Context: an optimization exercise on an open-source flow, tuned for a short achievable clock period and few clock cycles. The choices shown serve that exercise and are no tape-out recipe. Function was checked by simulation only, so behaviour that the tests miss may differ from the original. Power and IR drop assume default switching activity.

## design/flow/design.v

```verilog
module encryption_engine (
    input wire sysclk,
    input wire arduino_execute,
    output reg arduino_isfinished,
    input wire arduino_reset,
    input wire [7:0] mem_src_dout,
    output reg mem_src_clk,
    output wire mem_src_oce,
    output reg mem_src_ce,
    output reg mem_src_wre,
    output reg [13:0] mem_src_ad,
    output reg [7:0] mem_src_din,
    input wire [7:0] mem_key_dout,
    output reg mem_key_clk,
    output wire mem_key_oce,
    output reg mem_key_ce,
    output reg mem_key_wre,
    output reg [13:0] mem_key_ad,
    output reg [7:0] mem_key_din,
    input wire [7:0] mem_cmd_dout,
    output reg mem_cmd_clk,
    output wire mem_cmd_oce,
    output reg mem_cmd_ce,
    output reg mem_cmd_wre,
    output reg [13:0] mem_cmd_ad,
    output reg [7:0] mem_cmd_din,
    input wire [7:0] mem_dst_dout,
    output reg mem_dst_clk,
    output wire mem_dst_oce,
    output reg mem_dst_ce,
    output reg mem_dst_wre,
    output reg [13:0] mem_dst_ad,
    output reg [7:0] mem_dst_din,
    input wire [7:0] mem_ram_dout,
    output reg mem_ram_clk,
    output wire mem_ram_oce,
    output reg mem_ram_ce,
    output reg mem_ram_wre,
    output reg [13:0] mem_ram_ad,
    output reg [7:0] mem_ram_din
);
    assign mem_src_oce = 1'b0;
    assign mem_key_oce = 1'b0;
    assign mem_cmd_oce = 1'b0;
    assign mem_dst_oce = 1'b0;
    assign mem_ram_oce = 1'b0;
    localparam NK = 3;            
    localparam FW = 16;           
    localparam IDLE = 0;          
    localparam RD   = 1;          
    localparam DEC  = 2;          
    localparam CHK  = 3;          
    localparam APP  = 4;          
    localparam EXE  = 5;          
    localparam DONE = 6;          
    localparam PWA  = 7;          
    localparam PWB  = 8;          
    localparam PRE  = 9;          
    reg        ph;                
    reg        exe_r;
    reg [9:0]  st;
    reg [13:0] pcn;               
    reg        w_bs, w_lh, w_ll, w_v;    
    reg        w_any;
    reg [7:0]  reg_bank_select;
    reg [4:0]  bank_a, bank_b, bank_c;    
    reg [15:0] lfsr;
    reg [7:0] r_src, r_key, r_cmd, r_dst, r_ram;
    wire [39:0] rall = {r_ram, r_dst, r_cmd, r_key, r_src};
    localparam D01 = 0, D19 = 1, D20 = 2, D22 = 3, D24 = 4, D25 = 5, D26 = 6,
               D30 = 7, D31 = 8, D33 = 9, D34 = 10, D35 = 11,
               DSM = 12,          
               DCK = 13,          
               DOP = 14;          
    reg [14:0] dq;
    reg        p_small;           
    reg        p_two;             
    reg        p_35;
    reg [4:0]  p_x, p_y, p_d;     
    reg [7:0]  p_v0, p_v1;        
    reg        conf;              
    reg [15*FW-1:0] fm;           
    reg [14:0]      fw;           
    reg [4:0]       g_rd;         
    reg [4:0]       g_wr;         
    reg [4:0]       g_wrb;        
    reg             pw;           
    reg             g_ne;         
    reg             g_bulk;       
    reg [NK:0]      nks;          
    reg [16*NK-1:0] lk;           
    reg [8*NK-1:0]  kq;           
    reg             fin;          
    reg [13:0] ar;                
    reg [13:0] a1;                
    reg        rv;                
    reg        p1;                
    reg        c0, c1;            
    reg [4:0]  wrr;               
    reg [24:0] sc;                
    reg [39:0] kc;                
    reg [4:0]  wc;                
    function [15:0] lstep8;
        input [15:0] l;
        lstep8 = {l[7:0],
                  l[14]^l[12]^l[11]^l[9],
                  l[13]^l[11]^l[10]^l[8],
                  l[12]^l[10]^l[9]^l[7],
                  l[11]^l[9]^l[8]^l[6],
                  l[10]^l[8]^l[7]^l[5],
                  l[9]^l[7]^l[6]^l[4],
                  l[8]^l[6]^l[5]^l[3],
                  l[7]^l[5]^l[4]^l[2]};
    endfunction
    function [15:0] lstep4;
        input [15:0] l;
        lstep4 = {l[11:0],
                  l[14]^l[12]^l[11]^l[9],
                  l[13]^l[11]^l[10]^l[8],
                  l[12]^l[10]^l[9]^l[7],
                  l[11]^l[9]^l[8]^l[6]};
    endfunction
    function [7:0] keyb;
        input [15:0] l;
        reg [15:0] n;
        begin
            n = lstep8(l);
            keyb = {n[0], n[1], n[2], n[3], n[4], n[5], n[6], n[7]};
        end
    endfunction
    function [4:0] onehot4;
        input [1:0] b;
        onehot4 = {1'b0, b == 2'd3, b == 2'd2, b == 2'd1, b == 2'd0};
    endfunction
    wire [13:0] an = ar + 14'd1;
    wire [13:0] pcn1 = pcn + 14'd1;
    reg [24:0] su;
    reg [4:0] sux, suy;
    integer i, j, c;
    always @(*) begin
        for (j = 0; j < 5; j = j + 1)
            su[j*5 +: 5] = fm[(0*5+j)*FW +: 5] | fm[(1*5+j)*FW +: 5] | fm[(2*5+j)*FW +: 5];
        sux = 5'd0;
        suy = 5'd0;
        for (j = 0; j < 5; j = j + 1) begin
            sux = sux | ({5{p_x[j]}} & su[j*5 +: 5]);
            suy = suy | ({5{p_y[j]}} & su[j*5 +: 5]);
        end
    end
    reg [3*FW-1:0] nf;
    always @(*) begin
        for (c = 0; c < 3; c = c + 1) begin
            nf[c*FW +: FW] = {p_v0, (p_35 ? nks[NK-1:0] : {NK{1'b0}}), 5'd0};
            for (j = 0; j < 5; j = j + 1)
                nf[c*FW +: FW] = nf[c*FW +: FW]
                    ^ ({FW{p_x[j]}} & fm[(c*5+j)*FW +: FW])
                    ^ ({FW{p_y[j]}} & fm[(c*5+j)*FW +: FW]);
        end
    end
    reg [24:0] sc_n;
    reg [39:0] kc_n;
    reg [4:0]  wc_n;
    reg [FW-1:0] f;
    always @(*) begin
        for (j = 0; j < 5; j = j + 1) begin
            f = c0 ? fm[(0*5+j)*FW +: FW] : c1 ? fm[(1*5+j)*FW +: FW] : fm[(2*5+j)*FW +: FW];
            sc_n[j*5 +: 5] = f[4:0];
            kc_n[j*8 +: 8] = f[15:8];
            for (i = 0; i < NK; i = i + 1)
                kc_n[j*8 +: 8] = kc_n[j*8 +: 8] ^ ({8{f[5+i]}} & kq[i*8 +: 8]);
            wc_n[j] = (c0 ? fw[0*5+j] : c1 ? fw[1*5+j] : fw[2*5+j]) & rv;
        end
    end
    reg [39:0] wd;
    always @(*) begin
        for (j = 0; j < 5; j = j + 1) begin
            wd[j*8 +: 8] = kc[j*8 +: 8];
            for (i = 0; i < 5; i = i + 1)
                wd[j*8 +: 8] = wd[j*8 +: 8] ^ ({8{sc[j*5+i]}} & rall[i*8 +: 8]);
        end
    end
    always @(posedge sysclk) begin
        r_src <= mem_src_dout;
        r_key <= mem_key_dout;
        r_cmd <= mem_cmd_dout;
        r_dst <= mem_dst_dout;
        r_ram <= mem_ram_dout;
        dq[D01] <= (r_cmd == 8'h01);
        dq[D19] <= (r_cmd == 8'h19);
        dq[D20] <= (r_cmd == 8'h20);
        dq[D22] <= (r_cmd == 8'h22);
        dq[D24] <= (r_cmd == 8'h24);
        dq[D25] <= (r_cmd == 8'h25);
        dq[D26] <= (r_cmd == 8'h26);
        dq[D30] <= (r_cmd == 8'h30);
        dq[D31] <= (r_cmd == 8'h31);
        dq[D33] <= (r_cmd == 8'h33);
        dq[D34] <= (r_cmd == 8'h34);
        dq[D35] <= (r_cmd == 8'h35);
        dq[DSM] <= (r_cmd == 8'h19) || (r_cmd == 8'h34);
        dq[DCK] <= (r_cmd == 8'h19) || (r_cmd == 8'h34) || (r_cmd == 8'h24) || (r_cmd == 8'h25) ||
                   (r_cmd == 8'h26) || (r_cmd == 8'h30) || (r_cmd == 8'h35);
        dq[DOP] <= (r_cmd == 8'h20) || (r_cmd == 8'h22) || (r_cmd == 8'h31);
    end
    always @(posedge sysclk) begin
        if (arduino_reset) begin
            ph <= 1'b0;
            mem_src_clk <= 1'b0;
            mem_key_clk <= 1'b0;
            mem_cmd_clk <= 1'b0;
            mem_dst_clk <= 1'b0;
            mem_ram_clk <= 1'b0;
            exe_r <= 1'b0;
        end else begin
            ph <= ~ph;
            mem_src_clk <= ~mem_src_clk;
            mem_key_clk <= ~mem_key_clk;
            mem_cmd_clk <= ~mem_cmd_clk;
            mem_dst_clk <= ~mem_dst_clk;
            mem_ram_clk <= ~mem_ram_clk;
            exe_r <= arduino_execute;
        end
    end
    wire op = st[DEC] & ~w_any;           
    wire grp_end = (st[EXE] && !rv && !p1 && !pw) || st[PWB];
    wire fetch = (st[DEC] & (w_bs | w_lh | w_ll | (~w_any & ~dq[D01] & ~dq[DCK])))
               | (st[APP] & ~conf)
               | (st[IDLE] & exe_r);
    always @(posedge sysclk) begin
        if (arduino_reset) begin
            arduino_isfinished <= 1'b0;
            st <= 10'd1 << IDLE;
            pcn <= 14'd0;
            w_bs <= 1'b0;
            w_lh <= 1'b0;
            w_ll <= 1'b0;
            w_v <= 1'b0;
            w_any <= 1'b0;
            reg_bank_select <= 8'd0;
            bank_a <= 5'b00001;
            bank_b <= 5'b00001;
            bank_c <= 5'b00001;
            lfsr <= 16'd0;
            p_small <= 1'b0;
            p_two <= 1'b0;
            p_35 <= 1'b0;
            p_x <= 5'd0;
            p_y <= 5'd0;
            p_d <= 5'd0;
            p_v0 <= 8'd0;
            p_v1 <= 8'd0;
            conf <= 1'b0;
            for (c = 0; c < 3; c = c + 1)
                for (j = 0; j < 5; j = j + 1)
                    fm[(c*5+j)*FW +: FW] <= (16'd1 << j);
            fw <= 15'd0;
            g_rd <= 5'd0;
            g_wr <= 5'd0;
            g_wrb <= 5'd0;
            pw <= 1'b0;
            g_ne <= 1'b0;
            g_bulk <= 1'b0;
            nks <= 1;
            lk <= {16*NK{1'b0}};
            kq <= {8*NK{1'b0}};
            fin <= 1'b0;
            ar <= 14'd0;
            a1 <= 14'd0;
            rv <= 1'b0;
            p1 <= 1'b0;
            c0 <= 1'b0;
            c1 <= 1'b0;
            wrr <= 5'd0;
            sc <= 25'd0;
            kc <= 40'd0;
            wc <= 5'd0;
            mem_src_ce <= 1'b0; mem_src_wre <= 1'b0; mem_src_ad <= 14'd0; mem_src_din <= 8'd0;
            mem_key_ce <= 1'b0; mem_key_wre <= 1'b0; mem_key_ad <= 14'd0; mem_key_din <= 8'd0;
            mem_cmd_ce <= 1'b0; mem_cmd_wre <= 1'b0; mem_cmd_ad <= 14'd0; mem_cmd_din <= 8'd0;
            mem_dst_ce <= 1'b0; mem_dst_wre <= 1'b0; mem_dst_ad <= 14'd0; mem_dst_din <= 8'd0;
            mem_ram_ce <= 1'b0; mem_ram_wre <= 1'b0; mem_ram_ad <= 14'd0; mem_ram_din <= 8'd0;
        end else if (ph) begin
            if (st[EXE]) mem_cmd_ad <= an;
            else if (st[PRE]) mem_cmd_ad <= 14'd0;
            else mem_cmd_ad <= pcn;
            if (st[IDLE]) arduino_isfinished <= 1'b0;
            if (st[RD]) st <= 10'd1 << DEC;
            if (st[DEC]) begin
                w_bs <= ~w_any & dq[D20];
                w_lh <= ~w_any & dq[D31];
                w_ll <= w_lh;
                w_v <= ~w_any & dq[D22];
                w_any <= (~w_any & dq[DOP]) | w_lh;
                p_small <= ~w_any & dq[DSM];
                p_two <= ~w_any & dq[D34];
                p_35 <= ~w_any & dq[D35];
                p_v0 <= w_v ? r_cmd :
                        dq[D19] ? reg_bank_select :
                        dq[D34] ? lfsr[15:8] : 8'd0;
                p_v1 <= lfsr[7:0];
                p_x <= w_v ? 5'd0 : dq[D26] ? 5'b10000 : bank_a;
                p_y <= (~w_any & dq[D30]) ? bank_b : 5'd0;
                p_d <= (w_v | dq[D26]) ? bank_a :
                       dq[D25] ? 5'b10000 :
                       dq[D30] ? bank_c :
                       dq[DSM] ? 5'b01000 : bank_b;
                if (w_bs) begin
                    reg_bank_select <= r_cmd;
                    bank_a <= onehot4(r_cmd[7:6]);
                    bank_b <= onehot4(r_cmd[5:4]);
                    bank_c <= onehot4(r_cmd[3:2]);
                end
                if (w_lh) lfsr[15:8] <= r_cmd;
                if (w_ll) lfsr[7:0] <= r_cmd;
                if (op & dq[D33]) lfsr <= {lfsr[14:0], lfsr[14]^lfsr[12]^lfsr[11]^lfsr[9]};
                if (op & dq[D01]) begin
                    mem_cmd_ce <= 1'b0;
                    fin <= 1'b1;
                    if (g_ne) begin
                        st <= 10'd1 << PRE;
                    end else begin
                        arduino_isfinished <= 1'b1;
                        st <= 10'd1 << DONE;
                    end
                end
                if (w_v | (op & dq[DCK])) st <= 10'd1 << CHK;
            end
            if (st[CHK]) begin
                conf <= g_ne && !p_small &&
                        ((|(p_d & g_rd)) | (|((sux | suy) & (g_wrb | p_d)))
                         | (p_35 && nks[NK]));
                st <= 10'd1 << APP;
            end
            if (st[APP]) begin
                if (conf) begin
                    st <= 10'd1 << PRE;
                end else begin
                    g_ne <= 1'b1;
                    if (p_small) begin
                        fm[(0*5+3)*FW +: FW] <= {p_v0, 8'd0};
                        fw[0*5+3] <= 1'b1;
                        if (p_two) begin
                            fm[(1*5+3)*FW +: FW] <= {p_v1, 8'd0};
                            fw[1*5+3] <= 1'b1;
                        end
                        g_wr[3] <= 1'b1;
                    end else begin
                        g_bulk <= 1'b1;
                        for (c = 0; c < 3; c = c + 1)
                            for (j = 0; j < 5; j = j + 1)
                                if (p_d[j]) begin
                                    fm[(c*5+j)*FW +: FW] <= nf[c*FW +: FW];
                                    fw[c*5+j] <= 1'b1;
                                end
                        g_rd <= g_rd | sux | suy;
                        g_wr <= g_wr | p_d;
                        g_wrb <= g_wrb | p_d;
                        if (p_35) begin
                            for (i = 0; i < NK; i = i + 1)
                                if (nks[i]) lk[i*16 +: 16] <= lfsr;
                            nks <= {nks[NK-1:0], 1'b0};
                            lfsr <= lstep4(lfsr);
                        end
                    end
                end
            end
            if (fetch) begin
                pcn <= pcn1;
                mem_cmd_ce <= 1'b1;
                st <= 10'd1 << RD;
            end
            if (st[PRE]) begin
                wrr <= g_wrb | (g_wr & ~g_rd);
                pw <= g_wr[3] & ~g_wrb[3] & g_rd[3];
                mem_src_ad <= 14'd0; mem_src_ce <= g_rd[0] & ~g_wr[0]; mem_src_wre <= g_wr[0];
                mem_key_ad <= 14'd0; mem_key_ce <= g_rd[1] & ~g_wr[1]; mem_key_wre <= g_wr[1];
                mem_cmd_ce <= g_rd[2]; mem_cmd_wre <= 1'b0;
                mem_dst_ad <= 14'd0; mem_dst_ce <= g_rd[3] & ~g_wrb[3];
                mem_dst_wre <= g_wrb[3] | (g_wr[3] & ~g_rd[3]);
                mem_ram_ad <= 14'd0; mem_ram_ce <= g_rd[4] & ~g_wr[4]; mem_ram_wre <= g_wr[4];
                for (i = 0; i < NK; i = i + 1)
                    kq[i*8 +: 8] <= keyb(lk[i*16 +: 16]);
                ar <= 14'd0;
                rv <= 1'b1;
                p1 <= 1'b0;
                c0 <= 1'b1;
                c1 <= 1'b0;
                st <= 10'd1 << EXE;
            end
            if (st[EXE]) begin
                ar <= an;
                if (g_bulk ? (&ar) : c1) rv <= 1'b0;
                c0 <= 1'b0;
                c1 <= c0;
                p1 <= rv;
                a1 <= ar;
                sc <= sc_n;
                kc <= kc_n;
                wc <= wc_n;
                for (i = 0; i < NK; i = i + 1) begin
                    lk[i*16 +: 16] <= lstep8(lk[i*16 +: 16]);
                    kq[i*8 +: 8] <= keyb(lstep8(lk[i*16 +: 16]));
                end
                if (wrr[0]) begin mem_src_ad <= a1; mem_src_din <= wd[0*8 +: 8]; mem_src_ce <= wc[0]; end
                else begin mem_src_ad <= an; end
                if (wrr[1]) begin mem_key_ad <= a1; mem_key_din <= wd[1*8 +: 8]; mem_key_ce <= wc[1]; end
                else begin mem_key_ad <= an; end
                if (wrr[3]) begin mem_dst_ad <= a1; mem_dst_din <= wd[3*8 +: 8]; mem_dst_ce <= wc[3]; end
                else begin mem_dst_ad <= an; end
                if (wrr[4]) begin mem_ram_ad <= a1; mem_ram_din <= wd[4*8 +: 8]; mem_ram_ce <= wc[4]; end
                else begin mem_ram_ad <= an; end
                if (!rv && !p1) begin
                    mem_src_ce <= 1'b0; mem_src_wre <= 1'b0;
                    mem_key_ce <= 1'b0; mem_key_wre <= 1'b0;
                    mem_cmd_ce <= 1'b0; mem_cmd_wre <= 1'b0;
                    mem_dst_ce <= 1'b0; mem_dst_wre <= 1'b0;
                    mem_ram_ce <= 1'b0; mem_ram_wre <= 1'b0;
                    if (pw) begin
                        mem_dst_ad <= 14'd0;
                        mem_dst_din <= fm[(0*5+3)*FW+8 +: 8];
                        mem_dst_ce <= fw[0*5+3];
                        mem_dst_wre <= 1'b1;
                        st <= 10'd1 << PWA;
                    end
                end
            end
            if (st[PWA]) begin
                mem_dst_ad <= 14'd1;
                mem_dst_din <= fm[(1*5+3)*FW+8 +: 8];
                mem_dst_ce <= fw[1*5+3];
                st <= 10'd1 << PWB;
            end
            if (st[PWB]) begin
                mem_dst_ce <= 1'b0;
                mem_dst_wre <= 1'b0;
            end
            if (grp_end) begin
                for (c = 0; c < 3; c = c + 1)
                    for (j = 0; j < 5; j = j + 1)
                        fm[(c*5+j)*FW +: FW] <= (16'd1 << j);
                fw <= 15'd0;
                g_rd <= 5'd0;
                g_wr <= 5'd0;
                g_wrb <= 5'd0;
                g_ne <= 1'b0;
                g_bulk <= 1'b0;
                nks <= 1;
                if (fin) begin
                    arduino_isfinished <= 1'b1;
                    st <= 10'd1 << DONE;
                end else begin
                    st <= 10'd1 << CHK;
                end
            end
            if (st[DONE]) begin
                fin <= 1'b0;
                pcn <= 14'd0;
                if (!exe_r) begin
                    arduino_isfinished <= 1'b0;
                    st <= 10'd1 << IDLE;
                end
            end
        end
    end
endmodule
```

## design/flow/run.sh

```bash
#!/bin/bash
# synth_recipe.tcl (not shown) runs the flow's synth.tcl, then flattens the netlist and writes it again
# the make line also repeats each setting of config.mk as NAME=value (left out here)
make -C /OpenROAD-flow-scripts/flow DESIGN_CONFIG=/design/flow/config.mk WORK_HOME=/design/flow/orfs CLKGATE_MAP_FILE= SYNTH_SCRIPT=/design/flow/synth_recipe.tcl finish
```

## design/flow/config.mk

```make
export PLATFORM = sky130hd
export DESIGN_NAME = encryption_engine
export DESIGN_NICKNAME = encryption_engine
export VERILOG_FILES = /design/flow/design.v
export SDC_FILE = /design/flow/constraint.sdc
export NUM_CORES = 4
export LEC_CHECK = 0
export ABC_CLOCK_PERIOD_IN_PS = 2000
export CAP_MARGIN = 20
export CORE_MARGIN = 2
export CORE_UTILIZATION = 40
export SETUP_SLACK_MARGIN = 4.0
export SLEW_MARGIN = 20
```

## design/flow/constraint.sdc

```tcl
create_clock -name core_clock -period 6.0 [get_ports {sysclk}]
set_input_delay 1.2000 -clock core_clock [delete_from_list [all_inputs] [get_ports {sysclk}]]
set_output_delay 1.2000 -clock core_clock [all_outputs]
set_load 0.01 [all_outputs]
```

==> results of run 1 <==
layout by cell type (no fill, tap or decap), types with 72 or more instances in the layout:
cell       netlist  routed
dfxtp_1        702     547
dfxtp_2          0     117
a211oi_2         0      72
o211ai_1       119     119
buf_4           15     144
o21ai_0        234     149
nand2_1        799     725
xnor2_1        414     357
buf_6            1     180
nor2_1         378     360
a22o_1         186     186
xor2_1         174     154
a21oi_1        278     261
clkbuf_16        0      93
logic make-up after synthesis:
| family | Yosys count | share of synthesized area, % |
|---|---|---|
| flops | 702 | 39.6 |
| mux | 83 | 2.40 |
| fa+ha+maj | 2 | 0.0706 |
| compound gates | 1124 | 21.0 |
| simple gates | 1418 | 16.7 |
| other cells | 1 | 0.0106 |
| buf+inv | 375 | 4.45 |
| xor+xnor | 606 | 15.7 |
timing repair:
action,CTS,global route
buffers inserted,167,65
setup endpoints to repair,735,571
resized for setup,1127,268
gates cloned,52,8
pin swaps,233,214
final cells by class:
type / count / area, um^2
clock buffer: 124 / 2460
timing repair inverter: 1 / 7.51
tap: 1165 / 1460
timing repair buffer: 489 / 6350
fill: 7790 / 40700
antenna: 1 / 2.50
clock inverter: 19 / 239
multi-input combinational: 3259 / 22400
inverter: 17 / 71.3
sequential: 702 / 14300
cell usage after synthesis, types with 14 or more instances:
| master | instances | area [um^2] |
|---|---|---|
| buf_4 | 15 | 113 |
| nor3_1 | 39 | 195 |
| clkbuf_1 | 236 | 886 |
| a21oi_1 | 278 | 1390 |
| xnor2_1 | 414 | 3630 |
| nor2_1 | 378 | 1420 |
| buf_2 | 85 | 425 |
| buf_1 | 21 | 78.8 |
| and3_1 | 15 | 93.8 |
| nand2b_1 | 26 | 163 |
| xnor3_1 | 18 | 405 |
| nand3b_1 | 30 | 225 |
| nand3_1 | 29 | 145 |
| or3_1 | 14 | 87.6 |
| inv_1 | 17 | 63.8 |
| a211oi_1 | 104 | 781 |
| and2_1 | 16 | 100 |
| o21ai_0 | 234 | 1170 |
| o32ai_1 | 20 | 175 |
| mux2_2 | 16 | 180 |
| a22oi_1 | 46 | 345 |
| a22o_1 | 186 | 1630 |
| nor2b_1 | 27 | 169 |
| dfxtp_1 | 702 | 14100 |
| nand2_1 | 799 | 3000 |
| o22ai_1 | 25 | 156 |
| o211ai_1 | 119 | 893 |
| mux2i_1 | 67 | 671 |
| a31oi_1 | 14 | 87.6 |
| xor2_1 | 174 | 1520 |
final timing paths:
kind / slack (ns) / startpoint / cells after the start / endpoint
max reg2reg: 3.64 / p1 / 12 / fm[66]
min reg2reg: 0.41 / mem_ram_clk / 1 / mem_ram_clk
max: 3.63 / mem_key_wre / 1 / mem_key_wre
min: 0.41 / mem_ram_clk / 1 / mem_ram_clk
through the flow:
| step | std cells | power [mW] | setup WS (ns) |
|---|---|---|---|
| after floorplan | 4323 | 5.03 | 3.82 |
| after global placement | 5341 | 5.14 | 2.51 |
| after detailed placement | 5341 | 5.14 | 2.41 |
| after CTS | 5703 | 10.3 | 3.61 |
| after global routing | 5776 | 10.6 | 3.60 |
| final | 5777 | 10.3 | 3.63 |
sequential cells by signal, indices dropped and copies added (netlist names), 16 cells and up:
name	flops
fm	240
lfsr	16
lk	45
sc	20
kc	32
kq	24
power by group through the flow:
stage	sequential, mW	clock [mW]	combinational [mW]
after floorplan	4.82	0	0.207
after global placement	4.85	0	0.292
after detailed placement	4.84	0	0.293
after CTS	4.73	5.13	0.447
after global routing	4.73	5.33	0.494
final	4.73	5.11	0.482
per-layer routing:
layer / track usage, % / up-vias
met5: 0 / -
li1: - / 15400
met2: 45.1 / 1822
met4: 17.0 / 2
met3: 6.59 / 412
met1: 40.6 / 16600
==> flow_summary.ini, run 1 <==
[status]
status = finished clean

[pwr]
p_comb_share_pct = 4.7
p_int_mw = 7.92
power_density_mw_per_mm2 = 218
ir_worst_vdd_uv = 222
p_seq_share_pct = 45.8
p_sw_share_pct = 23.3
p_switching_mw = 2.41
p_leak_nw = 16.7
clockPowerShare_pct = 49.5

[routing]
first_pass_iters = 6
met3_length_mm = 15.3
ant_nets = 0
wl_met2_mm = 62.1
vias = 34200
drt-initial-drc-count = 4146
drc_errors = 0
wire_per_inst_um = 25.1
viasPerCell = 5.93
routed_wl_mm = 145
wl_met1_mm = 58.1
top_layer_used = met5

[setup_path]
cp_max_fo = 2
crit_chain = buf_6
worstSetupEndpointType = primary output
path_buf_inv = 1
required_ns = 4.80
crit_type = flop to primary output
worstSetupStartpointType = flop
arrival_ns = 1.17
cp_slowest_stage_delay_ns = 0.40
cpLargestDelayFamily = flip-flops
cp_slowest_cell = dfxtp_4

[run]
drv_cap = 0

[place]
dp_hpwl_mm = 85.4
place_area_mm2 = 0.0381
io_buffers = 160
gp_routability_congestion = 0.940

[sta]
tightest_slew_ns = 1.07
rsz0062_at_grt = yes
period_minus_slack_ns = 2.37
min_period_over_period_pct = 39.6
fmax_mhz = 421
worst_clock_skew_ns = 0.0327
whs_ns = 0.409
setup_viol_count_final = 0
hold_viol_final = 0
final_max_slew_viol_count = 0
fin_setup_tns_ns = 0
slew_headroom_pct = 27.8

[synth]
yosysWarnings = 1
syn_area_mm2 = 0.0355
yosys_most_used_dff = dfxtp_1
synth_edf_count = 0
synth_cells = 4311
synth_seq_cells = 702
synthDistinctLibCells = 72
ys_seq_area_share_pct = 39.6
async_flop_share_pct = 0
avgSynthCellArea_um2 = 8.23

[final_layout]
drive_gt1_share_pct = 24.6
design_area_mm2 = 0.0474
area_growth_pct = 33.6
num-nets-final = 4595
post-route-util_pct = 53.8

[floorplanning]
start_util_pct = 40.2
die_h_um = 302
die_w_um = 302
core_mm2 = 0.0881
row_count = 109
die_area_mm2 = 0.0910
io_pins = 174

[clock_tree]
cts_buffer_depth = 3
cts_htree_levels = 3
clk_latency_ns = 0.65
cts.sinks = 702
cts_tree = built
cts_hold_buf = 0
cts_root_buffer = clkbuf_16
numCtsBuffers = 80
clk_pin_slew_ns = 0.06

[global_route]
grt_max_degree = 111
antenna_found_initial = 1
grt_use_total_pct = 30.3
grt_pass1_vias = 31800
grt_pass1_wl_mm = 209
grt_remaining_overflow = 0

[min_path]
hold_path.class = flop to flop
Testbench counts, summed over its fixed seeds: cycles 787,820.
==> run 2, diff against run 1 <==
--- a/design/flow/config.mk
+++ b/design/flow/config.mk
@@ -9,5 +9,5 @@
 export CAP_MARGIN = 20
 export CORE_MARGIN = 2
-export CORE_UTILIZATION = 40
-export SETUP_SLACK_MARGIN = 4.0
+export CORE_UTILIZATION = 65
+export SETUP_SLACK_MARGIN = 3.8
 export SLEW_MARGIN = 20
==> flow_summary.ini, run 2 <==
[pwr]
clockPowerShare_pct = 48.8
p_leak_nw = 14.7
p_comb_share_pct = 2.9
p_sw_share_pct = 22.8
p_seq_share_pct = 48.3
power_density_mw_per_mm2 = 233
ir_worst_vdd_uv = 226
p_int_mw = 7.59
p_switching_mw = 2.24

[synth]
netlist_top_cells_count = nand2_1 (799), dfxtp_1 (702), xnor2_1 (414), nor2_1 (378), a21oi_1 (278)
synth_cells = 4311
synthAdderAreaFrac_pct = 0.0706
ys_seq_area_share_pct = 39.6
synth_seq_cells = 702
avgSynthCellArea_um2 = 8.23
yosys_most_used_dff = dfxtp_1
synth_edf_count = 0
async_flop_share_pct = 0
synth.area.mux_share_pct = 2.40
synth_xor_area_share_pct = 15.7
yosys.area.top_type = dfxtp_1
synth_top_family_by_area = compound AO/OA/AOI/OAI gates
synthDistinctLibCells = 72
ys_top_cells_by_area = dfxtp_1 (40%), xnor2_1 (10%), nand2_1 (8.5%)
synth.most_common_cell = nand2_1
syn_area_mm2 = 0.0355
synthSimpleGateAreaFrac_pct = 16.7
yosysWarnings = 1
synth_compound_area_share_pct = 21.0
synth_top_area_share_pct = 39.6

[setup_path]
r2r_end = kc[8]
worstSetupStartpointType = flop
cp_max_fo = 3
crit_end = mem_dst_din[1]
crit_cells = 1
reg2reg_depth = 6
crit_chain = buf_6
crit_type = flop to primary output
worstSetupEndpointType = primary output
startpoint = mem_dst_din[1]
reg2reg_slack_ns = 3.70
arrival_ns = 1.13
path_buf_inv = 1
required_ns = 4.80
cpLargestDelayFamily = flip-flops
r2r_start = c1
cp_slowest_cell = dfxtp_4
cp_slowest_stage_delay_ns = 0.39

[clock_tree]
cts.sinks = 702
clk_pin_slew_ns = 0.06
cts_htree_levels = 3
clk_latency_ns = 0.64
numCtsBuffers = 74
cts_hold_buf = 0
cts_root_buffer = clkbuf_16
cts_buffer_depth = 3
cts_tree = built

[sta]
setup_viol_count_final = 0
worst_clock_skew_ns = 0.0244
fin_setup_tns_ns = 0
slew_headroom_pct = 35.2
period_minus_slack_ns = 2.33
final_max_slew_viol_count = 0
hold_viol_final = 0
min_period_over_period_pct = 38.9
tightest_slew_ns = 0.964
fmax_mhz = 429
rsz0062_at_grt = yes

[min_path]
hold_path.class = flop to flop

[place]
dp_hpwl_mm = 76.4
gp_routability_congestion = 0.982
dpl.cell_count = 4867
io_buffers = 160

[run]
drv_cap = 0

[floorplanning]
die_area_mm2 = 0.0564
die_w_um = 238
row_count = 85
start_util_pct = 65.8
die_h_um = 238
core_mm2 = 0.0539
io_pins = 174

[routing]
vias = 33000
routed_wl_mm = 121
ant_nets = 0
viasPerCell = 6.44
wire_per_inst_um = 23.6
drc_errors = 0
first_pass_iters = 7
drt-initial-drc-count = 4187

[final_layout]
final_cell_mix = nand2_1 (793), dfxtp_1 (555), nor2_1 (372), xnor2_1 (358), a21oi_1 (277)
multi_input_area_mm2 = 0.0208
ff_latch_area_mm2 = 0.0143
n_antenna_cell = 0
largestRegisters = fm: 240 flops, lk: 45 flops, kc: 32 flops
largest_reg_flops = 240
num-nets-final = 4420
fill_cells = 3813
drive_gt1_share_pct = 15.7
final_common_cell = nand2_1
final_cells = 5131
top_register = fm
area_growth_pct = 18.7

[status]
status = finished clean

[global_route]
antenna_found_initial = 9
grt_pass1_wl_mm = 179
grt_remaining_overflow = 0
grt_max_degree = 114
grt_pass1_vias = 30100
grt_use_total_pct = 40.9
[run 2: cell types whose count changed in the layout (fill, tap and decap cells not counted), moves of 50 or more]
cell / previous run / this run
o21ai_0: 149 / 230
a211oi_2: 72 / 0
a211oi_1: 32 / 103
nand2_1: 725 / 793
buf_6: 180 / 124
o21ai_1: 55 / 5
[run 2: area by class of cell]
class / count / area share [%]
Sequential cell: 702 / 33.9
Clock inverter: 30 / 0.817
Clock buffer: 106 / 5.16
Multi-Input combinational cell: 3251 / 49.4
Timing Repair inverter: 1 / 0.0178
Tap cell: 696 / 2.07
Inverter: 17 / 0.160
Timing Repair Buffer: 328 / 8.46
[run 2: worst min path at each step]
| stage | endpoint | slack (ns) | startpoint | depth (start not counted) |
|---|---|---|---|---|
| 6_report | mem_src_clk | 0.40 | mem_src_clk | 1 |
| 4_1_cts | mem_key_clk | 0.41 | mem_key_clk | 1 |
| 3_5_place_dp | mem_key_clk | 0.40 | mem_key_clk | 1 |
| 5_1_grt | mem_src_clk | 0.42 | mem_src_clk | 1 |
| 2_1_floorplan | fm[120] | 0.42 | fm[120] | 2 |
| 3_3_place_gp | mem_cmd_clk | 0.40 | mem_cmd_clk | 1 |
[run 2: power groups by stage]
stage	Combinational, mW	Clock (mW)	Sequential, mW
final	0.288	4.79	4.75
after detailed placement	0.242	0	4.86
after CTS	0.271	4.78	4.74
after global placement	0.240	0	4.86
after floorplan	0.168	0	4.82
after global routing	0.302	4.98	4.74
[run 2: metal layers]
metal	track usage, %	part of all wire, %	up-vias
li1	-	-	14900
met1	54.5	39	15600
met2	61.0	42	2009
met3	10.5	12	497
met4	21.9	6.3	14
met5	0	0.12	-
[run 2: per-stage QoR]
stage / utilization (%) / total power, mW / hold WS [ns] / area, um^2 / setup slack [ns]
after global routing: 78.1 / 10.0 / 0.416 / 42100 / 3.66
after global placement: 68.7 / 5.10 / 0.399 / 37000 / 2.64
after floorplan: - / 4.99 / 0.425 / 35700 / 3.78
final: 78.1 / 9.82 / 0.405 / 42100 / 3.67
after detailed placement: 68.7 / 5.10 / 0.404 / 37000 / 2.59
after CTS: 76.4 / 9.80 / 0.407 / 41200 / 3.67
[run 2: cells by family (layout without fill, tap and decap cells)]
group                    Yosys count  count (layout)
AO/OA/AOI/OAI                   1124            1125
XOR/XNOR                         606             607
adder cells (fa/ha/maj)            2               2
buffers and inverters            375             482
flip-flops                       702             702
multiplexers                      83              83
other                              1              13
AND/OR/NAND/NOR                 1418            1421
[run 2: repair_timing]
item / in CTS / in global routing
pin swaps: 11 / 13
cloned: 7 / 6
setup buffers: 74 / 41
setup endpoints to repair: 634 / 523
resized for setup: 838 / 91
hold endpoints to repair: 0 / 0
==> run 3, diff against run 2 <==
--- a/design/flow/config.mk
+++ b/design/flow/config.mk
@@ -10,4 +10,5 @@
 export CORE_MARGIN = 2
 export CORE_UTILIZATION = 65
+export CTS_BUF_LIST = sky130_fd_sc_hd__clkbuf_8
 export SETUP_SLACK_MARGIN = 3.8
 export SLEW_MARGIN = 20
==> flow_summary.ini, run 3 <==
[setup_path]
arrival_ns = 1.24
path_buf_inv = 1
cp_slowest_stage_delay_ns = 0.37
worstSetupEndpointType = primary output
worstSetupStartpointType = flop
crit_chain = buf_6
required_ns = 4.80
crit_type = flop to primary output
r2r_start = c1
cpLargestDelayFamily = flip-flops
startpoint = mem_dst_din[5]
reg2reg_slack_ns = 3.74
cp_max_fo = 2
cp_slowest_cell = dfxtp_2

[floorplanning]
die_w_um = 238
io_pins = 174
row_count = 85
start_util_pct = 65.8
die_area_mm2 = 0.0564
die_h_um = 238
core_mm2 = 0.0539

[global_route]
antenna_found_initial = 5
grt_remaining_overflow = 0
grt_pass1_vias = 30300
grt_use_total_pct = 40.9
grt_max_degree = 114
grt_pass1_wl_mm = 180

[synth]
yosys.area.top_type = dfxtp_1
yosysWarnings = 1
synth_top_area_share_pct = 39.6
synth.most_common_cell = nand2_1
synth_cells = 4311
syn_area_mm2 = 0.0355
ys_seq_area_share_pct = 39.6
netlist_top_cells_count = nand2_1 (799), dfxtp_1 (702), xnor2_1 (414), nor2_1 (378), a21oi_1 (278)
synth_seq_cells = 702
async_flop_share_pct = 0
yosys_most_used_dff = dfxtp_1
ys_top_cells_by_area = dfxtp_1 (40%), xnor2_1 (10%), nand2_1 (8.5%)
synth_edf_count = 0
synthDistinctLibCells = 72
avgSynthCellArea_um2 = 8.23

[sta]
period_minus_slack_ns = 2.44
fmax_mhz = 409
rsz0062_at_grt = yes
setup_viol_count_final = 0
worst_clock_skew_ns = 0.0396
hold_viol_final = 0
final_max_slew_viol_count = 0
tightest_slew_ns = 0.949
slew_headroom_pct = 36.2
fin_setup_tns_ns = 0
min_period_over_period_pct = 40.7
setup_slack_ns = 3.56

[clock_tree]
clk_pin_slew_ns = 0.07
numCtsBuffers = 113
cts_buffer_depth = 3
cts.sinks = 702
cts_tree = built
cts_root_buffer = clkbuf_8
clk_latency_ns = 0.77
cts_hold_buf = 0
cts_htree_levels = 3

[routing]
ant_nets = 0
drc_errors = 0
drt-initial-drc-count = 4212
vias = 33100
routed_wl_mm = 121
viasPerCell = 6.37
wire_per_inst_um = 23.2
first_pass_iters = 7

[final_layout]
area_growth_pct = 18.0
largestRegisters = fm: 240 flops, lk: 45 flops, kc: 32 flops
final_cell_mix = nand2_1 (793), dfxtp_1 (557), nor2_1 (371), xnor2_1 (364), a21oi_1 (277)
drive_gt1_share_pct = 16.4
final_common_cell = nand2_1
fill_cells = 3934
largest_reg_flops = 240
num-nets-final = 4454
top_register = fm

[pwr]
p_leak_nw = 14.7
power_density_mw_per_mm2 = 225
ir_worst_vdd_uv = 246

[place]
gp_routability_congestion = 0.982
dp_hpwl_mm = 76.4
post-place-ws_ns = 2.59
io_buffers = 160

[status]
status = finished clean

[min_path]
hold_path.class = flop to flop
min_from = mem_src_clk

[run]
drv_cap = 0
## run 3: worst paths after layout
check | cells after the start | endpoint
worst min register to register | 1 | mem_src_clk
worst max-delay path | 1 | mem_dst_din[5]
worst max register to register | 7 | kc[8]
worst min-delay path | 1 | mem_src_clk
## run 3: cell type report
class / count / area (um^2) / area share (%)
Timing Repair inverter: 1 / 7.51 / 0.0179
Tap cell: 696 / 871 / 2.08
Clock buffer: 149 / 2050 / 4.90
Antenna cell: 2 / 5.00 / 0.0120
Clock inverter: 57 / 367 / 0.876
Sequential cell: 702 / 14300 / 34.1
Inverter: 17 / 67.6 / 0.161
Multi-Input combinational cell: 3253 / 20800 / 49.6
Timing Repair Buffer: 321 / 3450 / 8.25
## run 3: what timing repair did
item,CTS,global route
resized for setup,823,91
pin swaps,12,11
endpoints found under the setup margin,629,567
gates cloned,7,5
setup buffers,71,40
hold endpoints to repair,0,0
## run 3: layer usage
layer | vias up | wire (um) | global-route usage, % | share of wire, %
met2 | 2041 | 51400 | 60.8 | 43
met4 | 4 | 7000 | 21.8 | 5.8
met1 | 15600 | 47700 | 54.9 | 39
met5 | - | 32 | 0 | 0.026
li1 | 15000 | - | - | -
met3 | 424 | 14700 | 10.1 | 12
## run 3: kinds of logic after synthesis
group | Yosys count | share of synthesized area [%]
other | 1 | 0.0106
buffers and inverters | 375 | 4.45
DFF | 702 | 39.6
xor gates and xnor gates | 606 | 15.7
AOI/OAI and AO/OA | 1124 | 21.0
muxes | 83 | 2.40
and+or+nand+nor | 1418 | 16.7
adders and majority gates | 2 | 0.0706
## run 3: metrics by stage
step / cells / total power [mW] / hold WS [ns] / utilization, % / area (um^2)
2_1_floorplan: 4323 / 4.99 / 0.425 / - / 35700
3_3_place_gp: 4867 / 5.10 / 0.399 / 68.7 / 37000
3_5_place_dp: 4867 / 5.10 / 0.404 / 68.7 / 37000
4_1_cts: 5151 / 9.40 / 0.407 / 76.1 / 41000
5_1_grt: 5197 / 9.67 / 0.415 / 77.6 / 41900
6_report: 5198 / 9.43 / 0.407 / 77.6 / 41900
## run 3: report_power, final
part | switching, mW | internal [mW] | leakage [nW] | total [mW]
Sequential | 0.0602 | 4.69 | 5.75 | 4.75
Clock | 2.01 | 2.39 | 1.37 | 4.40
Combinational | 0.184 | 0.103 | 7.58 | 0.288
## run 3: worst register-to-register path, cell delays in order (launching register included)
cell and delay, ns:
dfxtp_4 0.40, buf_6 0.19, buf_12 0.23, mux2i_1 0.25, o21ai_0 0.15, xor2_1 0.21
xnor2_1 0.55, a211oi_1 0.16
==> run 4, diff against run 3 <==
--- a/design/flow/design.v
+++ b/design/flow/design.v
@@ -98,4 +98,8 @@
     reg        c0, c1;            
     reg [4:0]  wrr;               
+    reg [4:0]  rdr;               
+    reg        m2;                
+    reg        up;                
+    reg        h;                 
     reg [24:0] sc;                
     reg [39:0] kc;                
@@ -223,5 +227,5 @@
     end
     wire op = st[DEC] & ~w_any;           
-    wire grp_end = (st[EXE] && !rv && !p1 && !pw) || st[PWB];
+    wire grp_end = (st[EXE] && !rv && !p1 && !pw && (!m2 || h)) || st[PWB];
     wire fetch = (st[DEC] & (w_bs | w_lh | w_ll | (~w_any & ~dq[D01] & ~dq[DCK])))
                | (st[APP] & ~conf)
@@ -272,4 +276,8 @@
             c1 <= 1'b0;
             wrr <= 5'd0;
+            rdr <= 5'd0;
+            m2 <= 1'b0;
+            up <= 1'b0;
+            h <= 1'b0;
             sc <= 25'd0;
             kc <= 40'd0;
@@ -281,5 +289,7 @@
             mem_ram_ce <= 1'b0; mem_ram_wre <= 1'b0; mem_ram_ad <= 14'd0; mem_ram_din <= 8'd0;
         end else if (ph) begin
-            if (st[EXE]) mem_cmd_ad <= an;
+            if (st[EXE]) begin
+                if (!m2 || h) mem_cmd_ad <= an;
+            end
             else if (st[PRE]) mem_cmd_ad <= 14'd0;
             else mem_cmd_ad <= pcn;
@@ -327,7 +337,7 @@
             end
             if (st[CHK]) begin
-                conf <= g_ne && !p_small &&
-                        ((|(p_d & g_rd)) | (|((sux | suy) & (g_wrb | p_d)))
-                         | (p_35 && nks[NK]));
+                conf <= g_ne && p_35 && nks[NK];
+                up <= g_ne && !p_small &&
+                      ((|(p_d & g_rd)) | (|((sux | suy) & (g_wrb | p_d))));
                 st <= 10'd1 << APP;
             end
@@ -337,4 +347,5 @@
                 end else begin
                     g_ne <= 1'b1;
+                    if (up) m2 <= 1'b1;
                     if (p_small) begin
                         fm[(0*5+3)*FW +: FW] <= {p_v0, 8'd0};
@@ -371,12 +382,25 @@
             end
             if (st[PRE]) begin
-                wrr <= g_wrb | (g_wr & ~g_rd);
-                pw <= g_wr[3] & ~g_wrb[3] & g_rd[3];
-                mem_src_ad <= 14'd0; mem_src_ce <= g_rd[0] & ~g_wr[0]; mem_src_wre <= g_wr[0];
-                mem_key_ad <= 14'd0; mem_key_ce <= g_rd[1] & ~g_wr[1]; mem_key_wre <= g_wr[1];
-                mem_cmd_ce <= g_rd[2]; mem_cmd_wre <= 1'b0;
-                mem_dst_ad <= 14'd0; mem_dst_ce <= g_rd[3] & ~g_wrb[3];
-                mem_dst_wre <= g_wrb[3] | (g_wr[3] & ~g_rd[3]);
-                mem_ram_ad <= 14'd0; mem_ram_ce <= g_rd[4] & ~g_wr[4]; mem_ram_wre <= g_wr[4];
+                if (m2) begin
+                    wrr <= g_wr;
+                    rdr <= g_rd;
+                    pw <= 1'b0;
+                    mem_src_ad <= 14'd0; mem_src_ce <= g_rd[0]; mem_src_wre <= 1'b0;
+                    mem_key_ad <= 14'd0; mem_key_ce <= g_rd[1]; mem_key_wre <= 1'b0;
+                    mem_cmd_ce <= g_rd[2]; mem_cmd_wre <= 1'b0;
+                    mem_dst_ad <= 14'd0; mem_dst_ce <= g_rd[3]; mem_dst_wre <= 1'b0;
+                    mem_ram_ad <= 14'd0; mem_ram_ce <= g_rd[4]; mem_ram_wre <= 1'b0;
+                end else begin
+                    wrr <= g_wrb | (g_wr & ~g_rd);
+                    rdr <= g_rd & ~g_wrb;
+                    pw <= g_wr[3] & ~g_wrb[3] & g_rd[3];
+                    mem_src_ad <= 14'd0; mem_src_ce <= g_rd[0] & ~g_wr[0]; mem_src_wre <= g_wr[0];
+                    mem_key_ad <= 14'd0; mem_key_ce <= g_rd[1] & ~g_wr[1]; mem_key_wre <= g_wr[1];
+                    mem_cmd_ce <= g_rd[2]; mem_cmd_wre <= 1'b0;
+                    mem_dst_ad <= 14'd0; mem_dst_ce <= g_rd[3] & ~g_wrb[3];
+                    mem_dst_wre <= g_wrb[3] | (g_wr[3] & ~g_rd[3]);
+                    mem_ram_ad <= 14'd0; mem_ram_ce <= g_rd[4] & ~g_wr[4]; mem_ram_wre <= g_wr[4];
+                end
+                h <= 1'b0;
                 for (i = 0; i < NK; i = i + 1)
                     kq[i*8 +: 8] <= keyb(lk[i*16 +: 16]);
@@ -388,5 +412,5 @@
                 st <= 10'd1 << EXE;
             end
-            if (st[EXE]) begin
+            if (st[EXE] && !m2) begin
                 ar <= an;
                 if (g_bulk ? (&ar) : c1) rv <= 1'b0;
@@ -425,4 +449,43 @@
                 end
             end
+            if (st[EXE] && m2 && !h) begin
+                if (g_bulk ? (&ar) : c1) rv <= 1'b0;
+                c0 <= 1'b0;
+                c1 <= c0;
+                p1 <= rv;
+                a1 <= ar;
+                sc <= sc_n;
+                kc <= kc_n;
+                wc <= wc_n;
+                for (i = 0; i < NK; i = i + 1) begin
+                    lk[i*16 +: 16] <= lstep8(lk[i*16 +: 16]);
+                    kq[i*8 +: 8] <= keyb(lstep8(lk[i*16 +: 16]));
+                end
+                if (wrr[0]) begin mem_src_ad <= a1; mem_src_din <= wd[0*8 +: 8]; mem_src_ce <= wc[0]; mem_src_wre <= 1'b1; end
+                if (wrr[1]) begin mem_key_ad <= a1; mem_key_din <= wd[1*8 +: 8]; mem_key_ce <= wc[1]; mem_key_wre <= 1'b1; end
+                if (wrr[3]) begin mem_dst_ad <= a1; mem_dst_din <= wd[3*8 +: 8]; mem_dst_ce <= wc[3]; mem_dst_wre <= 1'b1; end
+                if (wrr[4]) begin mem_ram_ad <= a1; mem_ram_din <= wd[4*8 +: 8]; mem_ram_ce <= wc[4]; mem_ram_wre <= 1'b1; end
+                h <= 1'b1;
+            end
+            if (st[EXE] && m2 && h) begin
+                ar <= an;
+                if (rdr[0]) begin mem_src_ad <= an; mem_src_ce <= rv; mem_src_wre <= 1'b0; end
+                else mem_src_ce <= 1'b0;
+                if (rdr[1]) begin mem_key_ad <= an; mem_key_ce <= rv; mem_key_wre <= 1'b0; end
+                else mem_key_ce <= 1'b0;
+                if (rdr[3]) begin mem_dst_ad <= an; mem_dst_ce <= rv; mem_dst_wre <= 1'b0; end
+                else mem_dst_ce <= 1'b0;
+                if (rdr[4]) begin mem_ram_ad <= an; mem_ram_ce <= rv; mem_ram_wre <= 1'b0; end
+                else mem_ram_ce <= 1'b0;
+                mem_cmd_ce <= rdr[2] & rv;
+                h <= 1'b0;
+                if (!rv && !p1) begin
+                    mem_src_ce <= 1'b0; mem_src_wre <= 1'b0;
+                    mem_key_ce <= 1'b0; mem_key_wre <= 1'b0;
+                    mem_cmd_ce <= 1'b0; mem_cmd_wre <= 1'b0;
+                    mem_dst_ce <= 1'b0; mem_dst_wre <= 1'b0;
+                    mem_ram_ce <= 1'b0; mem_ram_wre <= 1'b0;
+                end
+            end
             if (st[PWA]) begin
                 mem_dst_ad <= 14'd1;
@@ -445,4 +508,5 @@
                 g_ne <= 1'b0;
                 g_bulk <= 1'b0;
+                m2 <= 1'b0;
                 nks <= 1;
                 if (fin) begin
--- a/design/flow/config.mk
+++ b/design/flow/config.mk
@@ -10,5 +10,6 @@
 export CORE_MARGIN = 2
 export CORE_UTILIZATION = 65
-export CTS_BUF_LIST = sky130_fd_sc_hd__clkbuf_8
+export HOLD_SLACK_MARGIN = 0.05
 export SETUP_SLACK_MARGIN = 3.8
 export SLEW_MARGIN = 20
+export TNS_END_PERCENT = 100
==> flow_summary.ini, run 4 <==
[sta]
fmax_mhz = 430
fin_setup_tns_ns = 0
hold_viol_final = 0
tightest_slew_ns = 1.38
setup_viol_count_final = 0
slew_headroom_pct = 6.86
worst_clock_skew_ns = 0.0142
period_minus_slack_ns = 2.32
rsz0062_at_grt = yes
final_max_slew_viol_count = 0
setup_slack_ns = 3.68
min_period_over_period_pct = 38.7

[final_layout]
num-nets-final = 4572
multi_input_area_mm2 = 0.0218
final_cells = 5334
final_cell_mix = nand2_1 (765), dfxtp_1 (568), xnor2_1 (400), a21oi_1 (306), nor2_1 (275)
largestRegisters = fm: 240 flops, lk: 45 flops, kc: 32 flops
area_growth_pct = 19.2
largest_reg_flops = 240
final_common_cell = nand2_1
top_register = fm
ff_latch_area_mm2 = 0.0145
design_area_mm2 = 0.0437
drive_gt1_share_pct = 15.9
fill_cells = 3885

[synth]
yosys_most_used_dff = dfxtp_1
synth.most_common_cell = nand2_1
async_flop_share_pct = 0
syn_area_mm2 = 0.0366
synthDistinctLibCells = 75
ys_seq_area_share_pct = 38.8
yosys.area.top_type = dfxtp_1
netlist_top_cells_count = nand2_1 (774), dfxtp_1 (710), xnor2_1 (443), a21oi_1 (315), nor2_1 (291)
synth_edf_count = 0
ys_top_cells_by_area = dfxtp_1 (39%), xnor2_1 (11%), nand2_1 (7.9%)
avgSynthCellArea_um2 = 8.23
yosysWarnings = 1
synth_seq_cells = 710
synth_cells = 4449
synth_top_area_share_pct = 38.8

[global_route]
grt_pass1_wl_mm = 198
antenna_found_initial = 5
grt_remaining_overflow = 0
grt_max_degree = 110
grt_use_total_pct = 44.9
grt_pass1_vias = 31700

[floorplanning]
die_area_mm2 = 0.0583
io_pins = 174
die_w_um = 241
core_mm2 = 0.0554
die_h_um = 241
start_util_pct = 66.1
row_count = 86

[clock_tree]
cts_buffer_depth = 3
numCtsBuffers = 75
cts_htree_levels = 3
cts_tree = built
cts_hold_buf = 0
cts_root_buffer = clkbuf_16
cts.sinks = 710
clk_latency_ns = 0.63
clk_pin_slew_ns = 0.06

[setup_path]
reg2reg_slack_ns = 3.73
cp_slowest_cell = dfxtp_4
path_buf_inv = 1
arrival_ns = 1.12
crit_type = flop to primary output
reg2reg_depth = 7
cp_max_fo = 2
cpLargestDelayFamily = flip-flops
crit_chain = buf_6
worstSetupEndpointType = primary output
cp_slowest_stage_delay_ns = 0.38
required_ns = 4.80
worstSetupStartpointType = flop
r2r_start = st[5]
r2r_end = mem_ram_ad[7]

[routing]
vias = 35900
routed_wl_mm = 138
drt-initial-drc-count = 5061
first_pass_iters = 6
ant_nets = 0
wire_per_inst_um = 25.8
viasPerCell = 6.73
drc_errors = 0

[run]
drv_cap = 0

[place]
io_buffers = 160
post-place-ws_ns = 1.91
dp_hpwl_mm = 86.8
dpl.cell_count = 5057
place_area_mm2 = 0.0383
gp_routability_congestion = 0.986

[pwr]
power_density_mw_per_mm2 = 233
ir_worst_vdd_uv = 259
p_leak_nw = 15.1
finalPower_mw = 10.2

[min_path]
min_path_cells = 1
hold_end = mem_ram_clk
min_from = mem_ram_clk
hold_path.class = flop to flop

[status]
status = finished clean
==> run 4: kinds of logic (layout without fill, tap and decap cells) <==
group / after synthesis / count (layout) / synth area share, %
buffers and inverters: 400 / 514 / 4.53
other: 1 / 16 / 0.0102
DFF: 710 / 710 / 38.8
AOI/OAI and AO/OA: 1260 / 1262 / 23.2
adders and majority gates: 2 / 2 / 0.0683
and+or+nand+nor: 1383 / 1388 / 16.2
muxes: 80 / 80 / 2.25
xor gates and xnor gates: 613 / 614 / 15.0
==> run 4: what timing repair did <==
item / CTS / global route
cloned: 10 / 7
resized for setup: 884 / 108
pin swaps: 12 / 8
hold endpoints to repair: 0 / 0
endpoints found under the setup margin: 726 / 539
buffers inserted: 88 / 36
==> run 4: area by class of cell <==
class	instances	share of cell area, %
Multi-Input combinational cell	3359	49.9
Sequential cell	710	33.1
Timing Repair Buffer	344	8.54
Clock buffer	114	5.24
Tap cell	748	2.14
Clock inverter	19	0.685
Inverter	36	0.330
Timing Repair inverter	1	0.0172
Antenna cell	3	0.0172
==> run 4: worst register-to-register path, delay by kind of cell (launching register included) <==
kind	cells	cell delay (ns)
DFF	1	0.38
buffers and inverters	1	0.24
AOI/OAI and AO/OA	4	0.80
and+or+nand+nor	2	0.70
==> run 4: worst max path at each step <==
stage	start	endpoint	slack, ns	cells past startpoint
2_1_floorplan	arduino_reset	st[2]	3.46	7
5_1_grt	mem_dst_din[5]	mem_dst_din[5]	3.66	1
3_5_place_dp	arduino_reset	mem_dst_wre	1.91	5
4_1_cts	mem_dst_din[7]	mem_dst_din[7]	3.68	1
3_3_place_gp	arduino_reset	st[1]	1.96	5
6_report	mem_dst_din[7]	mem_dst_din[7]	3.68	1
==> run 4: power by group <==
group / total [mW] / leakage, nW / switching, mW / internal, mW
registers: 4.82 / 5.82 / 0.0679 / 4.75
clock network: 4.95 / 1.28 / 1.99 / 2.97
logic: 0.415 / 8.04 / 0.240 / 0.175
==> run 4: per-layer routing <==
| layer | part of all wire [%] | global-route usage, % |
|---|---|---|
| met1 | 38 | 59.8 |
| met2 | 41 | 63.8 |
| met3 | 15 | 14.6 |
| met4 | 6.6 | 25.4 |
| met5 | 0.028 | 0 |
==> run 4: through the flow <==
| stage | utilization (%) | hold WS (ns) |
|---|---|---|
| finish | 78.8 | 0.406 |
| detailed placement | 69.1 | 0.405 |
| global placement | 69.1 | 0.400 |
| global route | 78.8 | 0.414 |
| floorplan | - | 0.428 |
| CTS | 77.1 | 0.407 |
Testbench counts of run 4, summed over its fixed seeds: cycles 754,956.
==> run 5, diff against run 4 <==
--- a/design/flow/config.mk
+++ b/design/flow/config.mk
@@ -10,6 +10,4 @@
 export CORE_MARGIN = 2
 export CORE_UTILIZATION = 65
-export HOLD_SLACK_MARGIN = 0.05
 export SETUP_SLACK_MARGIN = 3.8
 export SLEW_MARGIN = 20
-export TNS_END_PERCENT = 100
==> flow_summary.ini, run 5 <==
[synth]
yosys_most_used_dff = dfxtp_1
avgSynthCellArea_um2 = 8.23
yosys.area.top_type = dfxtp_1
yosysWarnings = 1
ys_top_cells_by_area = dfxtp_1 (39%), xnor2_1 (11%), nand2_1 (7.9%)
syn_area_mm2 = 0.0366
synth.most_common_cell = nand2_1
synth_edf_count = 0
async_flop_share_pct = 0
synth_cells = 4449
synth_seq_cells = 710
netlist_top_cells_count = nand2_1 (774), dfxtp_1 (710), xnor2_1 (443), a21oi_1 (315), nor2_1 (291)
synthDistinctLibCells = 75
ys_seq_area_share_pct = 38.8
synth_top_area_share_pct = 38.8

[clock_tree]
cts_htree_levels = 3
cts_tree = built
clk_pin_slew_ns = 0.06
cts_hold_buf = 0
numCtsBuffers = 75
cts_root_buffer = clkbuf_16
cts.sinks = 710
clk_latency_ns = 0.63
cts_buffer_depth = 3

[global_route]
grt_pass1_vias = 31700
grt_max_degree = 110
grt_use_total_pct = 44.9
grt_remaining_overflow = 0
antenna_found_initial = 5
grt_pass1_wl_mm = 198

[floorplanning]
core_mm2 = 0.0554
die_w_um = 241
die_area_mm2 = 0.0583
io_pins = 174
row_count = 86
die_h_um = 241
start_util_pct = 66.1

[sta]
min_period_over_period_pct = 38.7
slew_headroom_pct = 6.86
setup_slack_ns = 3.68
fmax_mhz = 430
rsz0062_at_grt = yes
worst_clock_skew_ns = 0.0142
whs_ns = 0.406
hold_viol_final = 0
period_minus_slack_ns = 2.32
setup_viol_count_final = 0
tightest_slew_ns = 1.38
final_max_slew_viol_count = 0
fin_setup_tns_ns = 0

[min_path]
hold_end = mem_ram_clk
min_path_cells = 1
min_from = mem_ram_clk
hold_path.class = flop to flop

[place]
gp_routability_congestion = 0.986
post-place-ws_ns = 1.91
dp_hpwl_mm = 86.8
place_area_mm2 = 0.0383
io_buffers = 160

[routing]
wl_met2_mm = 56.8
drt-initial-drc-count = 5061
top_layer_used = met5
routed_wl_mm = 138
vias = 35900
wl_met1_mm = 51.9
first_pass_iters = 6
met3_length_mm = 20.1
ant_nets = 0
viasPerCell = 6.73
drc_errors = 0
wire_per_inst_um = 25.8

[setup_path]
cp_slowest_stage_delay_ns = 0.38
required_ns = 4.80
worstSetupStartpointType = flop
worstSetupEndpointType = primary output
crit_chain = buf_6
reg2reg_depth = 7
crit_type = flop to primary output
r2r_start = st[5]
r2r_end = mem_ram_ad[7]
arrival_ns = 1.12
reg2reg_slack_ns = 3.73
cpLargestDelayFamily = flip-flops
cp_max_fo = 2
path_buf_inv = 1
cp_slowest_cell = dfxtp_4

[pwr]
clockPowerShare_pct = 48.6
power_density_mw_per_mm2 = 233
p_int_mw = 7.89
p_switching_mw = 2.29
ir_worst_vdd_uv = 259
p_leak_nw = 15.1
p_sw_share_pct = 22.5
p_comb_share_pct = 4.1
p_seq_share_pct = 47.3

[final_layout]
post-route-util_pct = 78.8
largest_reg_flops = 240
ff_latch_area_mm2 = 0.0145
final_common_cell = nand2_1
drive_gt1_share_pct = 15.9
largestRegisters = fm: 240 flops, lk: 45 flops, kc: 32 flops
fill_cells = 3885
area_growth_pct = 19.2
design_area_mm2 = 0.0437
final_cell_mix = nand2_1 (765), dfxtp_1 (568), xnor2_1 (400), a21oi_1 (306), nor2_1 (275)
num-nets-final = 4572
top_register = fm
multi_input_area_mm2 = 0.0218

[status]
status = finished clean

[run]
drv_cap = 0
-- run 5: final cells by class --
type	instances	area share [%]
multi-input cells	3359	49.9
clock inverters	19	0.685
clock buffers	114	5.24
diodes	3	0.0172
repair inverters	1	0.0172
flip-flops and latches	710	33.1
well taps	748	2.14
repair buffers	344	8.54
inverters	36	0.330
-- run 5: cells by family after synthesis --
family	count (synthesis)	synth area share, %
buffers and inverters	400	4.53
multiplexers	80	2.25
AND/OR/NAND/NOR	1383	16.2
other	1	0.0102
adder cells (fa/ha/maj)	2	0.0683
XOR/XNOR	613	15.0
AO/OA/AOI/OAI	1260	23.2
flip-flops	710	38.8
-- run 5: metrics by stage --
stage	cells	power [mW]
2_1_floorplan	4461	5.09
3_3_place_gp	5057	5.23
3_5_place_dp	5057	5.23
4_1_cts	5288	10.1
5_1_grt	5331	10.4
6_report	5334	10.2
-- run 5: worst max path at each step --
stage	from	to	slack (ns)	cells past startpoint
final	mem_dst_din[7]	mem_dst_din[7]	3.68	1
after global routing	mem_dst_din[5]	mem_dst_din[5]	3.66	1
after CTS	mem_dst_din[7]	mem_dst_din[7]	3.68	1
after detailed placement	arduino_reset	mem_dst_wre	1.91	5
after global placement	arduino_reset	st[1]	1.96	5
after floorplan	arduino_reset	st[2]	3.46	7
-- run 5: power by group through the flow --
stage          logic [mW]  registers [mW]  clock network [mW]
6_report            0.415            4.82                4.95
5_1_grt             0.434            4.82                5.13
4_1_cts             0.384            4.81                4.92
3_5_place_dp        0.308            4.93                   0
3_3_place_gp        0.305            4.93                   0
2_1_floorplan       0.190            4.90                   0
-- run 5: layer usage --
metal | up-vias | track usage, %
met2 | 2699 | 63.8
li1 | 15700 | -
met3 | 604 | 14.6
met5 | - | 0
met1 | 16900 | 59.8
met4 | 6 | 25.4
-- run 5: what timing repair did --
item,in CTS,in global routing
buffers inserted,88,36
endpoints found under the setup margin,726,539
gates resized for setup,884,108
pin swaps,12,8
gates cloned,10,7
==> run 6, diff against run 5 <==
--- a/design/flow/config.mk
+++ b/design/flow/config.mk
@@ -9,5 +9,5 @@
 export CAP_MARGIN = 20
 export CORE_MARGIN = 2
-export CORE_UTILIZATION = 65
-export SETUP_SLACK_MARGIN = 3.8
+export CORE_UTILIZATION = 55
+export SETUP_SLACK_MARGIN = 3.9
 export SLEW_MARGIN = 20
==> flow_summary.ini, run 6 <==
[status]
status = finished clean

[sta]
hold_viol_final = 0
min_period_over_period_pct = 39.0
period_minus_slack_ns = 2.34
fmax_mhz = 427
worst_clock_skew_ns = 0.0268
final_max_slew_viol_count = 0
setup_viol_count_final = 0
tightest_slew_ns = 1.11
rsz0062_at_grt = yes
slew_headroom_pct = 25.4
fin_setup_tns_ns = 0

[final_layout]
num-nets-final = 4697
largestRegisters = fm: 240 flops, lk: 45 flops, kc: 32 flops
final_common_cell = nand2_1
final_cell_mix = nand2_1 (758), dfxtp_1 (560), xnor2_1 (362), a21oi_1 (300), nor2_1 (270)
area_growth_pct = 25.1
n_antenna_cell = 0
top_register = fm
fill_cells = 5299
drive_gt1_share_pct = 20.1
largest_reg_flops = 240
post-route-util_pct = 69.5

[routing]
vias = 36200
viasPerCell = 6.48
first_pass_iters = 8
routed_wl_mm = 151
wire_per_inst_um = 27.1
drc_errors = 0
drt-initial-drc-count = 5446
ant_nets = 0

[place]
gp_routability_congestion = 0.962
io_buffers = 160
dp_hpwl_mm = 91.9

[setup_path]
path_buf_inv = 1
cp_slowest_cell = dfxtp_4
crit_chain = buf_6
required_ns = 4.80
startpoint = mem_dst_wre
cp_max_fo = 2
arrival_ns = 1.14
r2r_start = c1
worstSetupStartpointType = flop
reg2reg_slack_ns = 3.73
cpLargestDelayFamily = flip-flops
crit_type = flop to primary output
cp_slowest_stage_delay_ns = 0.39
worstSetupEndpointType = primary output
reg2reg_depth = 6
r2r_end = sc[5]

[synth]
yosys.area.top_type = dfxtp_1
async_flop_share_pct = 0
avgSynthCellArea_um2 = 8.23
yosys_most_used_dff = dfxtp_1
synthDistinctLibCells = 75
ys_seq_area_share_pct = 38.8
synth_cells = 4449
synth_edf_count = 0
ys_top_cells_by_area = dfxtp_1 (39%), xnor2_1 (11%), nand2_1 (7.9%)
synth.most_common_cell = nand2_1
syn_area_mm2 = 0.0366
synth_top_area_share_pct = 38.8
yosysWarnings = 1
synth_seq_cells = 710
netlist_top_cells_count = nand2_1 (774), dfxtp_1 (710), xnor2_1 (443), a21oi_1 (315), nor2_1 (291)

[pwr]
power_density_mw_per_mm2 = 221
p_comb_share_pct = 4.5
p_seq_share_pct = 47.4
ir_worst_vdd_uv = 189
p_switching_mw = 2.39
p_int_mw = 7.75
clockPowerShare_pct = 48.1
p_leak_nw = 16.2
p_sw_share_pct = 23.5

[global_route]
grt_use_total_pct = 41.6
antenna_found_initial = 2
grt_pass1_vias = 31800
grt_pass1_wl_mm = 213
grt_max_degree = 113
grt_remaining_overflow = 0

[clock_tree]
cts_htree_levels = 3
clk_pin_slew_ns = 0.06
numCtsBuffers = 77
clk_latency_ns = 0.65
cts_buffer_depth = 3
cts_tree = built
cts.sinks = 710
cts_hold_buf = 0
cts_root_buffer = clkbuf_16

[floorplanning]
start_util_pct = 55.6
io_pins = 174
die_area_mm2 = 0.0687
die_h_um = 262
row_count = 94
die_w_um = 262
core_mm2 = 0.0659

[run]
drv_cap = 0

[min_path]
min_from = mem_cmd_clk
hold_end = mem_cmd_clk
min_path_cells = 1
hold_path.class = flop to flop
## run 6: cell count changes in the layout (fill, tap and decap cells not counted), sizes merged, moves of 2 or more
| cell | before | now |
|---|---|---|
| buf | 295 | 391 |
| clkinv | 10 | 12 |
| bufbuf | 2 | 8 |
| diode | 3 | 0 |
| inv | 36 | 38 |
| bufinv | 8 | 4 |
| clkbuf | 120 | 127 |
| and3 | 13 | 16 |
| and2 | 33 | 48 |
## run 6: how the worst max path moves through the flow
stage,to,slack [ns],cells after the start
floorplan,st[2],3.46,7
global placement,fm[121],2.20,5
detailed placement,fm[174],2.20,5
CTS,mem_dst_din[1],3.66,1
global route,mem_dst_din[6],3.66,1
finish,mem_dst_wre,3.66,1
## run 6: area by class of cell
cell class | instances | area, um^2 | share of cell area (%)
Tap cell | 864 | 1080 | 2.36
Timing Repair Buffer | 448 | 4980 | 10.9
Multi-Input combinational cell | 3379 | 22600 | 49.3
Clock buffer | 119 | 2300 | 5.02
Sequential cell | 710 | 14500 | 31.6
Inverter | 36 | 150 | 0.328
Clock inverter | 20 | 239 | 0.522
## run 6: through the flow
step	power, mW	instances	setup WS [ns]	instance area, um^2	hold WS [ns]
5_1_grt	10.3	5576	3.66	45800	0.420
3_5_place_dp	5.25	5173	2.20	38500	0.405
3_3_place_gp	5.25	5172	2.20	38500	0.400
6_report	10.1	5576	3.66	45800	0.405
2_1_floorplan	5.10	4461	3.46	37100	0.428
4_1_cts	10.1	5463	3.66	44100	0.407
## run 6: worst reg2reg max path: stages (launching register included)
cell and delay, ns:
dfxtp_4 0.47, buf_4 0.16, buf_12 0.22, mux2i_1 0.12
o21ai_0 0.85, nand2_1 0.19, a21oi_1 0.18
## run 6: power groups by stage
stage	Clock, mW	Sequential [mW]	Combinational [mW]
after global placement	0	4.93	0.320
after CTS	4.87	4.81	0.416
final	4.88	4.81	0.452
after floorplan	0	4.90	0.196
after global routing	5.05	4.81	0.472
after detailed placement	0	4.93	0.322
## run 6: cells by family (layout without fill, tap and decap cells)
group,count (synthesis),count (layout),share of synthesized area [%]
xor gates and xnor gates,613,613,15.0
muxes,80,80,2.25
other,1,13,0.0102
and+or+nand+nor,1383,1410,16.2
adders and majority gates,2,2,0.0683
AOI/OAI and AO/OA,1260,1261,23.2
buffers and inverters,400,623,4.53
DFF,710,710,38.8
## run 6: per-layer routing
metal  up-vias  share of wire [%]  global-route usage (%)
met5         -              0.020                       0
li1      16000                  -                       -
met2      2428                 41                    60.3
met1     17300                 40                    57.8
met4         2                6.3                    21.9
met3       501                 13                    8.95
## run 6: timing repair
item | CTS | global route
endpoints found under the setup margin | 753 | 542
pin swaps | 24 | 61
resized for setup | 985 | 157
buffers inserted | 115 | 99
gates cloned | 36 | 14

[port drivers added, routing unchanged]
The flow's constraints put no driver on any port. The routed layouts listed below were extracted and timed again, unchanged, in two steps. Step 1, drivers: a clkbuf_16 drives sysclk and a buf_2 each remaining input, both assumed. Step 2 moves the port delays by t, midway between the first and last clock arrival at a register: inputs arrive t later, outputs are due t later. That takes back most of the time a late clock gives input paths. Slacks: ideal ports / drivers / drivers and shift; pairs: ideal ports / drivers.
run	shift t [ns]	setup WS [ns]	worst setup path at the end	clock arrival spread, ns	pins driven straight from the clock port
run 1	0.704	3.627 / 3.557 / 3.063	input to register	0.035 / 0.035	1
run 2	0.699	3.668 / 3.601 / 3.040	input to register	0.025 / 0.025	1
run 3	0.808	3.557 / 3.495 / 2.973	input to register	0.047 / 0.047	1
run 4	0.690	3.677 / 3.612 / 3.005	input to register	0.015 / 0.016	1
run 5	0.690	3.677 / 3.612 / 3.005	input to register	0.015 / 0.016	1
run 6	0.710	3.659 / 3.586 / 3.067	input to register	0.029 / 0.029	1
After both steps every run listed still meets setup and hold.
